This is an optimization exercise on Yosys and OpenROAD, whose aim is small area, not a production implementation.
Only the layout flow was run in this run; the RTL was not checked for function there.

### design/flow/design.v
module cordic_B(
  input                     clk,
  input                     rst_n,
  input  signed [31:0]      x,
  input  signed [31:0]      y,
  input                     start,
  input                     start1,
  output wire signed [31:0] angle,
  output wire signed [31:0] anglef
);
wire x_neg = x[31] & (|y);
wire y_neg = y[31] & (|x);
wire [15:0] xin = x_neg ? -x[15:0] : x[15:0];
wire [15:0] yin = y_neg ? -y[15:0] : y[15:0];
wire s1 = yin[15];
wire [15:0] u2 = yin ^ {16{s1}};
wire [31:0] uf3 = {u2, {16{s1}}};
wire signed [31:0] xf4 = {xin, 16'd0};
wire signed [31:0] X5 = xf4 >>> 0;
wire [31:0] U6 = uf3 >> 0;
wire [16:0] xn7_t = {xf4[31:16], 1'b1} + {U6[31:16], s1};
wire [15:0] xn7 = xn7_t[16:1];
wire [15:0] v8 = uf3[31:16] - X5[31:16];
reg [15:0] c0_x;
reg [15:0] c0_v;
reg [0:0] c0_s;
always @(posedge clk or negedge rst_n)
  if (!rst_n) begin
    c0_x <= 16'd0;
    c0_v <= 16'd0;
    c0_s <= 1'd0;
  end else if (start) begin
    c0_x <= xn7;
    c0_v <= v8;
    c0_s <= {s1};
  end
wire s9 = c0_s[0] ^ c0_v[15];
wire [15:0] u10 = c0_v ^ {16{c0_v[15]}};
wire [31:0] uf11 = {u10, {16{s9}}};
wire signed [31:0] xf12 = {c0_x, 16'd0};
wire signed [31:0] X13 = xf12 >>> 1;
wire [31:0] U14 = uf11 >> 1;
wire [17:0] xn15_t = {xf12[31:15], 1'b1} + {U14[31:15], s9};
wire [16:0] xn15 = xn15_t[17:1];
wire [16:0] v16 = uf11[31:15] - X13[31:15];
reg [16:0] c1_x;
reg [16:0] c1_v;
reg [1:0] c1_s;
always @(posedge clk) begin
  c1_x <= xn15;
  c1_v <= v16;
  c1_s <= {s9, c0_s[0]};
end
wire s17 = c1_s[1] ^ c1_v[16];
wire [16:0] u18 = c1_v ^ {17{c1_v[16]}};
wire [31:0] uf19 = {u18, {15{s17}}};
wire signed [31:0] xf20 = {c1_x, 15'd0};
wire signed [31:0] X21 = xf20 >>> 2;
wire [31:0] U22 = uf19 >> 2;
wire [19:0] xn23_t = {xf20[31:13], 1'b1} + {U22[31:13], s17};
wire [18:0] xn23 = xn23_t[19:1];
wire [18:0] v24 = uf19[31:13] - X21[31:13];
reg [18:0] c2_x;
reg [18:0] c2_v;
reg [2:0] c2_s;
always @(posedge clk) begin
  c2_x <= xn23;
  c2_v <= v24;
  c2_s <= {s17, c1_s[1], c1_s[0]};
end
wire s25 = c2_s[2] ^ c2_v[18];
wire [18:0] u26 = c2_v ^ {19{c2_v[18]}};
wire [31:0] uf27 = {u26, {13{s25}}};
wire signed [31:0] xf28 = {c2_x, 13'd0};
wire signed [31:0] X29 = xf28 >>> 3;
wire [31:0] U30 = uf27 >> 3;
wire [22:0] xn31_t = {xf28[31:10], 1'b1} + {U30[31:10], s25};
wire [21:0] xn31 = xn31_t[22:1];
wire [21:0] v32 = uf27[31:10] - X29[31:10];
reg [21:0] c3_x;
reg [21:0] c3_v;
reg [3:0] c3_s;
always @(posedge clk) begin
  c3_x <= xn31;
  c3_v <= v32;
  c3_s <= {s25, c2_s[2], c2_s[1], c2_s[0]};
end
wire s33 = c3_s[3] ^ c3_v[21];
wire [21:0] u34 = c3_v ^ {22{c3_v[21]}};
wire [31:0] uf35 = {u34, {10{s33}}};
wire signed [31:0] xf36 = {c3_x, 10'd0};
wire signed [31:0] X37 = xf36 >>> 4;
wire [31:0] U38 = uf35 >> 4;
wire [26:0] xn39_t = {xf36[31:6], 1'b1} + {U38[31:6], s33};
wire [25:0] xn39 = xn39_t[26:1];
wire [25:0] v40 = uf35[31:6] - X37[31:6];
reg [25:0] c4_x;
reg [25:0] c4_v;
reg [4:0] c4_s;
always @(posedge clk) begin
  c4_x <= xn39;
  c4_v <= v40;
  c4_s <= {s33, c3_s[3], c3_s[2], c3_s[1], c3_s[0]};
end
wire s41 = c4_s[4] ^ c4_v[25];
wire [25:0] u42 = c4_v ^ {26{c4_v[25]}};
wire [31:0] uf43 = {u42, {6{s41}}};
wire signed [31:0] xf44 = {c4_x, 6'd0};
wire signed [31:0] X45 = xf44 >>> 5;
wire [31:0] U46 = uf43 >> 5;
wire [31:0] xn47_t = {xf44[31:1], 1'b1} + {U46[31:1], s41};
wire [30:0] xn47 = xn47_t[31:1];
wire [30:0] v48 = uf43[31:1] - X45[31:1];
reg [30:0] c5_x;
reg [30:0] c5_v;
reg [5:0] c5_s;
always @(posedge clk) begin
  c5_x <= xn47;
  c5_v <= v48;
  c5_s <= {s41, c4_s[4], c4_s[3], c4_s[2], c4_s[1], c4_s[0]};
end
wire s49 = c5_s[5] ^ c5_v[30];
wire [30:0] u50 = c5_v ^ {31{c5_v[30]}};
wire [31:0] uf51 = {u50, {1{s49}}};
wire signed [31:0] xf52 = {c5_x, 1'd0};
wire signed [31:0] X53 = xf52 >>> 6;
wire [31:0] U54 = uf51 >> 6;
wire [32:0] xn55_t = {xf52[31:0], 1'b1} + {U54[31:0], s49};
wire [31:0] xn55 = xn55_t[32:1];
wire [31:0] v56 = uf51[31:0] - X53[31:0];
reg [31:0] c6_x;
reg [31:0] c6_v;
reg [6:0] c6_s;
always @(posedge clk) begin
  c6_x <= xn55;
  c6_v <= v56;
  c6_s <= {s49, c5_s[5], c5_s[4], c5_s[3], c5_s[2], c5_s[1], c5_s[0]};
end
wire s57 = c6_s[6] ^ c6_v[31];
wire [31:0] u58 = c6_v ^ {32{c6_v[31]}};
wire [31:0] uf59 = u58;
wire signed [31:0] xf60 = c6_x;
wire signed [31:0] X61 = xf60 >>> 7;
wire [31:0] U62 = uf59 >> 7;
wire [32:0] xn63_t = {xf60[31:0], 1'b1} + {U62[31:0], s57};
wire [31:0] xn63 = xn63_t[32:1];
wire [31:0] v64 = uf59[31:0] - X61[31:0];
reg [31:0] c7_x;
reg [31:0] c7_v;
reg [7:0] c7_s;
always @(posedge clk) begin
  c7_x <= xn63;
  c7_v <= v64;
  c7_s <= {s57, c6_s[6], c6_s[5], c6_s[4], c6_s[3], c6_s[2], c6_s[1], c6_s[0]};
end
wire s65 = c7_s[7] ^ c7_v[31];
wire [31:0] u66 = c7_v ^ {32{c7_v[31]}};
wire [31:0] uf67 = u66;
wire signed [31:0] xf68 = c7_x;
wire signed [31:0] X69 = xf68 >>> 8;
wire [31:0] U70 = uf67 >> 8;
wire [32:0] xn71_t = {xf68[31:0], 1'b1} + {U70[31:0], s65};
wire [31:0] xn71 = xn71_t[32:1];
wire [31:0] v72 = uf67[31:0] - X69[31:0];
reg [31:0] c8_x;
reg [31:0] c8_v;
reg [8:0] c8_s;
always @(posedge clk) begin
  c8_x <= xn71;
  c8_v <= v72;
  c8_s <= {s65, c7_s[7], c7_s[6], c7_s[5], c7_s[4], c7_s[3], c7_s[2], c7_s[1], c7_s[0]};
end
wire s73 = c8_s[8] ^ c8_v[31];
wire [31:0] u74 = c8_v ^ {32{c8_v[31]}};
wire [31:0] uf75 = u74;
wire signed [31:0] xf76 = c8_x;
wire signed [31:0] X77 = xf76 >>> 9;
wire [31:0] U78 = uf75 >> 9;
wire [32:0] xn79_t = {xf76[31:0], 1'b1} + {U78[31:0], s73};
wire [31:0] xn79 = xn79_t[32:1];
wire [31:0] v80 = uf75[31:0] - X77[31:0];
reg [31:0] c9_x;
reg [31:0] c9_v;
reg [9:0] c9_s;
always @(posedge clk) begin
  c9_x <= xn79;
  c9_v <= v80;
  c9_s <= {s73, c8_s[8], c8_s[7], c8_s[6], c8_s[5], c8_s[4], c8_s[3], c8_s[2], c8_s[1], c8_s[0]};
end
wire s81 = c9_s[9] ^ c9_v[31];
wire [31:0] u82 = c9_v ^ {32{c9_v[31]}};
wire [31:0] uf83 = u82;
wire signed [31:0] xf84 = c9_x;
wire signed [31:0] X85 = xf84 >>> 10;
wire [31:0] U86 = uf83 >> 10;
wire [32:0] xn87_t = {xf84[31:0], 1'b1} + {U86[31:0], s81};
wire [31:0] xn87 = xn87_t[32:1];
wire [31:0] v88 = uf83[31:0] - X85[31:0];
reg [31:0] c10_x;
reg [31:0] c10_v;
reg [10:0] c10_s;
always @(posedge clk) begin
  c10_x <= xn87;
  c10_v <= v88;
  c10_s <= {s81, c9_s[9], c9_s[8], c9_s[7], c9_s[6], c9_s[5], c9_s[4], c9_s[3], c9_s[2], c9_s[1], c9_s[0]};
end
wire s89 = c10_s[10] ^ c10_v[31];
wire [31:0] u90 = c10_v ^ {32{c10_v[31]}};
wire [31:0] uf91 = u90;
wire signed [31:0] xf92 = c10_x;
wire signed [31:0] X93 = xf92 >>> 11;
wire [31:0] U94 = uf91 >> 11;
wire [32:0] xn95_t = {xf92[31:0], 1'b1} + {U94[31:0], s89};
wire [31:0] xn95 = xn95_t[32:1];
wire [31:0] v96 = uf91[31:0] - X93[31:0];
reg [31:0] c11_x;
reg [31:0] c11_v;
reg [11:0] c11_s;
always @(posedge clk) begin
  c11_x <= xn95;
  c11_v <= v96;
  c11_s <= {s89, c10_s[10], c10_s[9], c10_s[8], c10_s[7], c10_s[6], c10_s[5], c10_s[4], c10_s[3], c10_s[2], c10_s[1], c10_s[0]};
end
wire s97 = c11_s[11] ^ c11_v[31];
wire [31:0] u98 = c11_v ^ {32{c11_v[31]}};
wire [31:0] uf99 = u98;
wire signed [31:0] xf100 = c11_x;
wire signed [31:0] X101 = xf100 >>> 12;
wire [31:0] U102 = uf99 >> 12;
wire [32:0] xn103_t = {xf100[31:0], 1'b1} + {U102[31:0], s97};
wire [31:0] xn103 = xn103_t[32:1];
wire [31:0] v104 = uf99[31:0] - X101[31:0];
reg [31:0] c12_x;
reg [31:0] c12_v;
reg [12:0] c12_s;
always @(posedge clk) begin
  c12_x <= xn103;
  c12_v <= v104;
  c12_s <= {s97, c11_s[11], c11_s[10], c11_s[9], c11_s[8], c11_s[7], c11_s[6], c11_s[5], c11_s[4], c11_s[3], c11_s[2], c11_s[1], c11_s[0]};
end
wire s105 = c12_s[12] ^ c12_v[31];
wire [31:0] u106 = c12_v ^ {32{c12_v[31]}};
wire [31:0] uf107 = u106;
wire signed [31:0] xf108 = c12_x;
wire signed [31:0] X109 = xf108 >>> 13;
wire [31:0] U110 = uf107 >> 13;
wire [32:0] xn111_t = {xf108[31:0], 1'b1} + {U110[31:0], s105};
wire [17:0] xn111 = xn111_t[32:15];
wire [31:0] v112 = uf107[31:0] - X109[31:0];
reg [17:0] c13_x;
reg [31:0] c13_v;
reg [13:0] c13_s;
always @(posedge clk) begin
  c13_x <= xn111;
  c13_v <= v112;
  c13_s <= {s105, c12_s[12], c12_s[11], c12_s[10], c12_s[9], c12_s[8], c12_s[7], c12_s[6], c12_s[5], c12_s[4], c12_s[3], c12_s[2], c12_s[1], c12_s[0]};
end
wire s113 = c13_s[13] ^ c13_v[31];
wire [31:0] u114 = c13_v ^ {32{c13_v[31]}};
wire [31:0] uf115 = u114;
wire signed [31:0] xf116 = {c13_x, 14'd0};
wire signed [31:0] X117 = xf116 >>> 14;
wire [31:0] v118 = uf115 - X117;
wire s119 = s113 ^ v118[31];
reg [15:0] c14_s;
always @(posedge clk) begin
  c14_s <= {s119, s113, c13_s[13], c13_s[12], c13_s[11], c13_s[10], c13_s[9], c13_s[8], c13_s[7], c13_s[6], c13_s[5], c13_s[4], c13_s[3], c13_s[2], c13_s[1], c13_s[0]};
end
wire [23:0] f120_t = 24'd0
  + (c14_s[0] ? 24'd5898240 : 24'd0)
  + (c14_s[1] ? 24'd3481984 : 24'd0)
  + (c14_s[2] ? 24'd1839744 : 24'd0)
  + (c14_s[3] ? 24'd933888 : 24'd0)
  + (c14_s[4] ? 24'd468736 : 24'd0)
  + (c14_s[5] ? 24'd234624 : 24'd0)
  + (c14_s[6] ? 24'd117376 : 24'd0)
  + (c14_s[7] ? 24'd58624 : 24'd0)
  + (c14_s[8] ? 24'd29312 : 24'd0)
  + (c14_s[9] ? 24'd14720 : 24'd0)
  + (c14_s[10] ? 24'd7296 : 24'd0)
  + (c14_s[11] ? 24'd3712 : 24'd0)
  + (c14_s[12] ? 24'd1792 : 24'd0)
  + (c14_s[13] ? 24'd896 : 24'd0)
  + (c14_s[14] ? 24'd512 : 24'd0)
  + (c14_s[15] ? 24'd256 : 24'd0)
;
wire [23:0] f120_z = 24'd6545856 - f120_t;
wire [7:0] f120 = f120_z[23:16];
reg [7:0] c15_f;
always @(posedge clk) begin
  c15_f <= f120;
end
reg [7:0] c16_f;
always @(posedge clk) begin
  c16_f <= c15_f;
end
reg [7:0] c17_f;
always @(posedge clk) begin
  c17_f <= c16_f;
end
reg [4:0] cnt;
always @(posedge clk or negedge rst_n)
  if (!rst_n) cnt <= 5'd0;
  else if (cnt != 5'd17) cnt <= cnt + 5'd1;
reg [7:0] a_next;
always @(*)
  case (cnt)
    5'd0: a_next = 8'd0;
    5'd1: a_next = 8'd0;
    5'd2: a_next = 8'd0;
    5'd3: a_next = 8'd0;
    5'd4: a_next = 8'd0;
    5'd5: a_next = 8'd0;
    5'd6: a_next = 8'd0;
    5'd7: a_next = 8'd0;
    5'd8: a_next = 8'd0;
    5'd9: a_next = 8'd0;
    5'd10: a_next = 8'd1;
    5'd11: a_next = 8'd3;
    5'd12: a_next = 8'd7;
    5'd13: a_next = 8'd14;
    5'd14: a_next = 8'd28;
    5'd15: a_next = 8'd54;
    5'd16: a_next = 8'd99;
    default: a_next = c17_f;
  endcase
reg [7:0] a_r, af_r;
wire af_neg = (x[31] & (|y)) | (y[31] & ~x[31] & (|x));
always @(posedge clk or negedge rst_n)
  if (!rst_n) a_r <= 8'd0;
  else a_r <= a_next;
always @(posedge clk or negedge rst_n)
  if (!rst_n) af_r <= 8'd0;
  else if (start) af_r <= af_neg ? -a_r : a_r;
assign angle = {{24{a_r[7]}}, a_r};
assign anglef = {{24{af_r[7]}}, af_r};
endmodule
### design/flow/constraint.sdc
create_clock -name core_clock -period 6.0 [get_ports {clk}]
set_input_delay 1.2000 -clock core_clock [delete_from_list [all_inputs] [get_ports {clk}]]
set_output_delay 1.2000 -clock core_clock [all_outputs]
set_load 0.01 [all_outputs]
### design/flow/config.mk
export PLATFORM = sky130hd
export DESIGN_NAME = cordic_B
export DESIGN_NICKNAME = cordic_B
export VERILOG_FILES = /design/flow/design.v
export SDC_FILE = /design/flow/constraint.sdc
export NUM_CORES = 4
export LEC_CHECK = 0
export CAP_MARGIN = 20
export CORE_MARGIN = 2
export CORE_UTILIZATION = 40
export PLACE_DENSITY = 0.6
export SLEW_MARGIN = 20
### design/flow/run.sh
#!/bin/bash
# synth_recipe.tcl (not shown) runs the flow's synth.tcl, then flattens the netlist and writes it again
# the make line also repeats each setting of config.mk as NAME=value (left out here)
make -C /OpenROAD-flow-scripts/flow DESIGN_CONFIG=/design/flow/config.mk WORK_HOME=/design/flow/orfs CLKGATE_MAP_FILE= SYNTH_SCRIPT=/design/flow/synth_recipe.tcl finish
==> run notes <==
[placed cells by master, fill, tap and decap left out, drive strengths merged, types with 34 or more instances in the layout]
cell type,count
dfrtp,54
dfxtp,872
xor2,513
o21a,92
or3,60
a211oi,65
o21ai,278
fa,65
nor2,455
nand2b,71
nand2,318
clkdlybuf4s50,128
ha,766
buf,98
nand4,53
a21o,223
o21bai,63
a31oi,78
o211ai,34
a21oi,495
nor4,39
xnor2,524
nand3,147
a21boi,34
clkbuf,139
nor3,158
and3,62
o31ai,37
nor2b,78
inv,658
[per-layer routing]
layer  share of wire  up-vias  global-route usage  wire, um
met4           0.029        6              0.0634      4380
met5         0.00023        -                   0        35
met2            0.45      930               0.319     68800
met3           0.047      240              0.0274      7070
met1            0.47    21700               0.259     71400
li1                -    24000                   -         -
[stage by stage]
stage	hold slack (ns)	cells
6_report	0.304	9096
5_1_grt	0.302	9095
4_1_cts	0.306	9095
3_5_place_dp	0.312	8901
3_3_place_gp	0.310	8901
2_1_floorplan	0.310	6811
[registers in the layout, summed over array words and instances, names as in the netlist, 26 cells and up]
| name | flops |
|---|---|
| c6_v | 32 |
| c5_x | 31 |
| c10_v | 32 |
| c13_v | 32 |
| c11_v | 32 |
| c4_v | 26 |
| c10_x | 32 |
| c6_x | 32 |
| c8_x | 32 |
| c12_x | 32 |
| c4_x | 26 |
| c8_v | 32 |
| c9_v | 32 |
| c9_x | 32 |
| c5_v | 31 |
| c12_v | 32 |
| c7_v | 32 |
| c11_x | 32 |
| c7_x | 32 |
[cells by family (layout without fill, tap and decap cells)]
logic type,count (synthesis),after routing
simple gates,1558,1558
xor+xnor,1037,1037
flops,926,926
buf+inv,806,1074
fa+ha+maj,831,831
compound gates,1638,1638
other cells,0,1
mux,15,15
[worst max-delay path by stage]
stage,end,cells past startpoint,from,slack [ns]
after floorplan,c0_v[15]$_DFFE_PN0P_,18,x[3],0.09
after global placement,c0_v[13]$_DFFE_PN0P_,20,x[7],-0.24
after detailed placement,c0_v[15]$_DFFE_PN0P_,19,x[3],-0.31
after CTS,c15_f[6]$_DFF_P_,22,c14_s[10]$_DFF_P_,0.32
after global routing,c15_f[6]$_DFF_P_,22,c14_s[11]$_DFF_P_,0.09
final,c0_v[15]$_DFFE_PN0P_,19,x[3],0.44
[layout make-up]
type	count	area share
diodes	1	0.0000368
clock buffers	139	0.0437
clock inverters	55	0.0139
inverters	654	0.0361
multi-input cells	5079	0.563
flip-flops and latches	926	0.276
well taps	2016	0.0370
repair buffers	226	0.0295
[what timing repair did]
item,CTS,global route
setup endpoints to repair,0,1
endpoints found under the hold margin,0,0
gates resized for setup,0,2
==> results.sh <==
export IMPL_worst_endpoint_arrival_ns=6.15
export IMPL_post_synth_num_cell_types=85
export IMPL_path_buf_inv=2
export IMPL_grt_start_max_net_pins=74
export IMPL_worst_hold_endpoint="c9_s[4]$_DFF_P_"
export IMPL_htreeDepth=3
export IMPL_globalRouteOverflowTotal=0
export IMPL_ys_dominant_reg_cell="dfxtp_1"
export IMPL_routed_wl_mm=152
export IMPL_finalNetCount=7890
export IMPL_synth_compound_gate_area_share=0.177
export IMPL_totalNegativeSetupSlack_ns=0
export IMPL_critical_path_class="in -> reg"
export IMPL_timing_max_cap_violations=0
export IMPL_crit_top_cell="a21oi_1"
export IMPL_post_route_worst_setup_slack_ns=0.443
export IMPL_slowest_delay_ns=0.65
export IMPL_wire_length_of_the_first_global_routing_pass_mm=239
export IMPL_clk_path_buf_depth=3
export IMPL_cpMaxStageDelayCell="or4_1"
export IMPL_synth_mux_area_frac=0.00257
export IMPL_multi_input_area_mm2=0.0384
export IMPL_outcome="finished clean"
export IMPL_synth_top_cells_by_area="dfxtp_1 29%, ha_1 16%, xnor2_1 7.6%"
export IMPL_detailroute_via_count=47000
export IMPL_max_clock_freq_mhz=180
export IMPL_placement_rows=142
export IMPL_ioPinCount=132
export IMPL_synth_edff_count=0
export IMPL_synthArstFlopShare=0.0583
export IMPL_yosys_top_cells_count="872 x dfxtp_1, 766 x ha_1, 651 x inv_1"
export IMPL_port_buffer_count=130
export IMPL_post_synth_top_count_cell="dfxtp_1"
export IMPL_adder_cell_share_of_the_synthesized_area=0.180
export IMPL_timing_max_transition_violations_final=0
export IMPL_seqCellArea_mm2=0.0188
export IMPL_synth_top_family_by_area="adder cells"
export IMPL_rr_endpoint="c15_f[6]$_DFF_P_"
export IMPL_worstSkewPairLatency_ns=0.74
export IMPL_worst_pin_slew_ns=0.930
export IMPL_tritoncts_num_buffers=104
export IMPL_avgViaCountPerCell=5.16
export IMPL_final_core_utilization=0.455
export IMPL_n_fill_cell=14500
export IMPL_synth_seq_cells=926
export IMPL_syn_avg_cell_area_um2=8.86
export IMPL_synthesis_yosys_warnings=1
export IMPL_post_dp_cell_area_mm2=0.0642
export IMPL_cts_num_sinks=926
export IMPL_synth_xor_area_share=0.150
export IMPL_drt_pre_antenna_iters=6
export IMPL_fin_area_mm2=0.0681
export IMPL_number_of_antenna_violations_at_the_first_check_in_global_routing=16
export IMPL_finalCritPeriodShare=0.926
export IMPL_skew_ns=0.0888
export IMPL_clock_tree_root_buffer_cell="clkbuf_16"
export IMPL_path_max_fanout=4
export IMPL_start_kind="input pin"
export IMPL_timing_critical_path_cells="clkdlybuf4s50_1, or4_4, or4_1, o41ai_4, nor3_1, nor2_2, xor2_1, ha_1, o21ba_2, o21ai_0, a21oi_1, o31ai_1, buf_4, a21oi_1, a221o_1, o21ba_2, o21bai_1, a21oi_1, o311ai_0"
export IMPL_synth_cells=6811
export IMPL_rsz0062_at_grt="no"
export IMPL_areaGrowthSynthToFinish_pct=12.8
export IMPL_synthesis_area_mm2=0.0604
export IMPL_syn_nets=7710
export IMPL_netlist_area_leader_share=0.289
export IMPL_regToRegSetupSlack_ns=0.56
export IMPL_sum_of_net_half_perimeters_after_detailed_placement_mm=125
export IMPL_floorplan_initialDensity=0.403
export IMPL_dp_slack_ns=-0.312
export IMPL_worst_hold_startpoint="c8_s[4]$_DFF_P_"
export IMPL_simple_gate_portion_of_the_synthesized_area=0.125
export IMPL_worst_hold_path_num_cells=0
export IMPL_die_width_um=393
export IMPL_grt_use_total=0.193
export IMPL_cp_top_family="compound AO/OA/AOI/OAI gates"
export IMPL_drt_wirelength_per_cell_um=16.7
export IMPL_critical_path_reg2reg_startpoint="c14_s[10]$_DFF_P_"
export IMPL_finalCriticalPeriod_ns=5.56
export IMPL_report_final_setup_viol=0
export IMPL_worstRegToRegCells=22
export IMPL_cts_tree="built"
export IMPL_worstHoldPathType="reg -> reg"
export IMPL_floorplan_die_area_mm2=0.154
export IMPL_clk_transition_reported_paths_ns=0.06
export IMPL_cts_repair_timing_setup_buffer_count=0
export IMPL_drt_antenna_violating_nets=0
export IMPL_final_hold_violation_count=0
export IMPL_detail_route_iter0_violations=3009
export IMPL_critical_path_endpoint_type="flop"
export IMPL_vias_in_the_first_global_route=45000
export IMPL_post_route_cells_drive_above_1_share=0.0503
export IMPL_fp_dieH_um=393
export IMPL_synth_sequential_area_ratio=0.312
export IMPL_drc_errors_left=0
export IMPL_worst_slew_margin_rel=0.380
export IMPL_place_gp_congestion=0.920
export IMPL_core_region_area_mm2=0.150
export IMPL_cts_hold_fix_buffers=0
export IMPL_synth_top_area_cell="dfxtp_1"
export IMPL_worst_ep_required_time_ns=6.60

==> port drivers added, routing unchanged <==
How much do the figures lean on ideal ports? The routed layout below was timed once more, with nothing changed but the port constraints.
Step 1, drivers: a clkbuf_16 drives clk and a buf_2 each remaining input, both assumed.
Step 2, shift: input delay + t, output delay - t, t = (earliest + latest rising clock arrival at the registers) / 2. This alone moves slack from input paths to output paths.
Slacks: ideal ports / drivers / drivers and shift; pairs: ideal ports / drivers.
t, ns: 0.774
setup WS [ns]: 0.443 / 0.496 / -0.278
worst setup path at the end: input to register
worst data-port slew with drivers (ns): 0.05
cell pins on the clock port's net: 1
With both steps, setup timing fails in this run, where it was met with ideal ports. For this run, drivers alone change the setup slack by +0.053 ns; drivers and shift together by -0.721 ns.
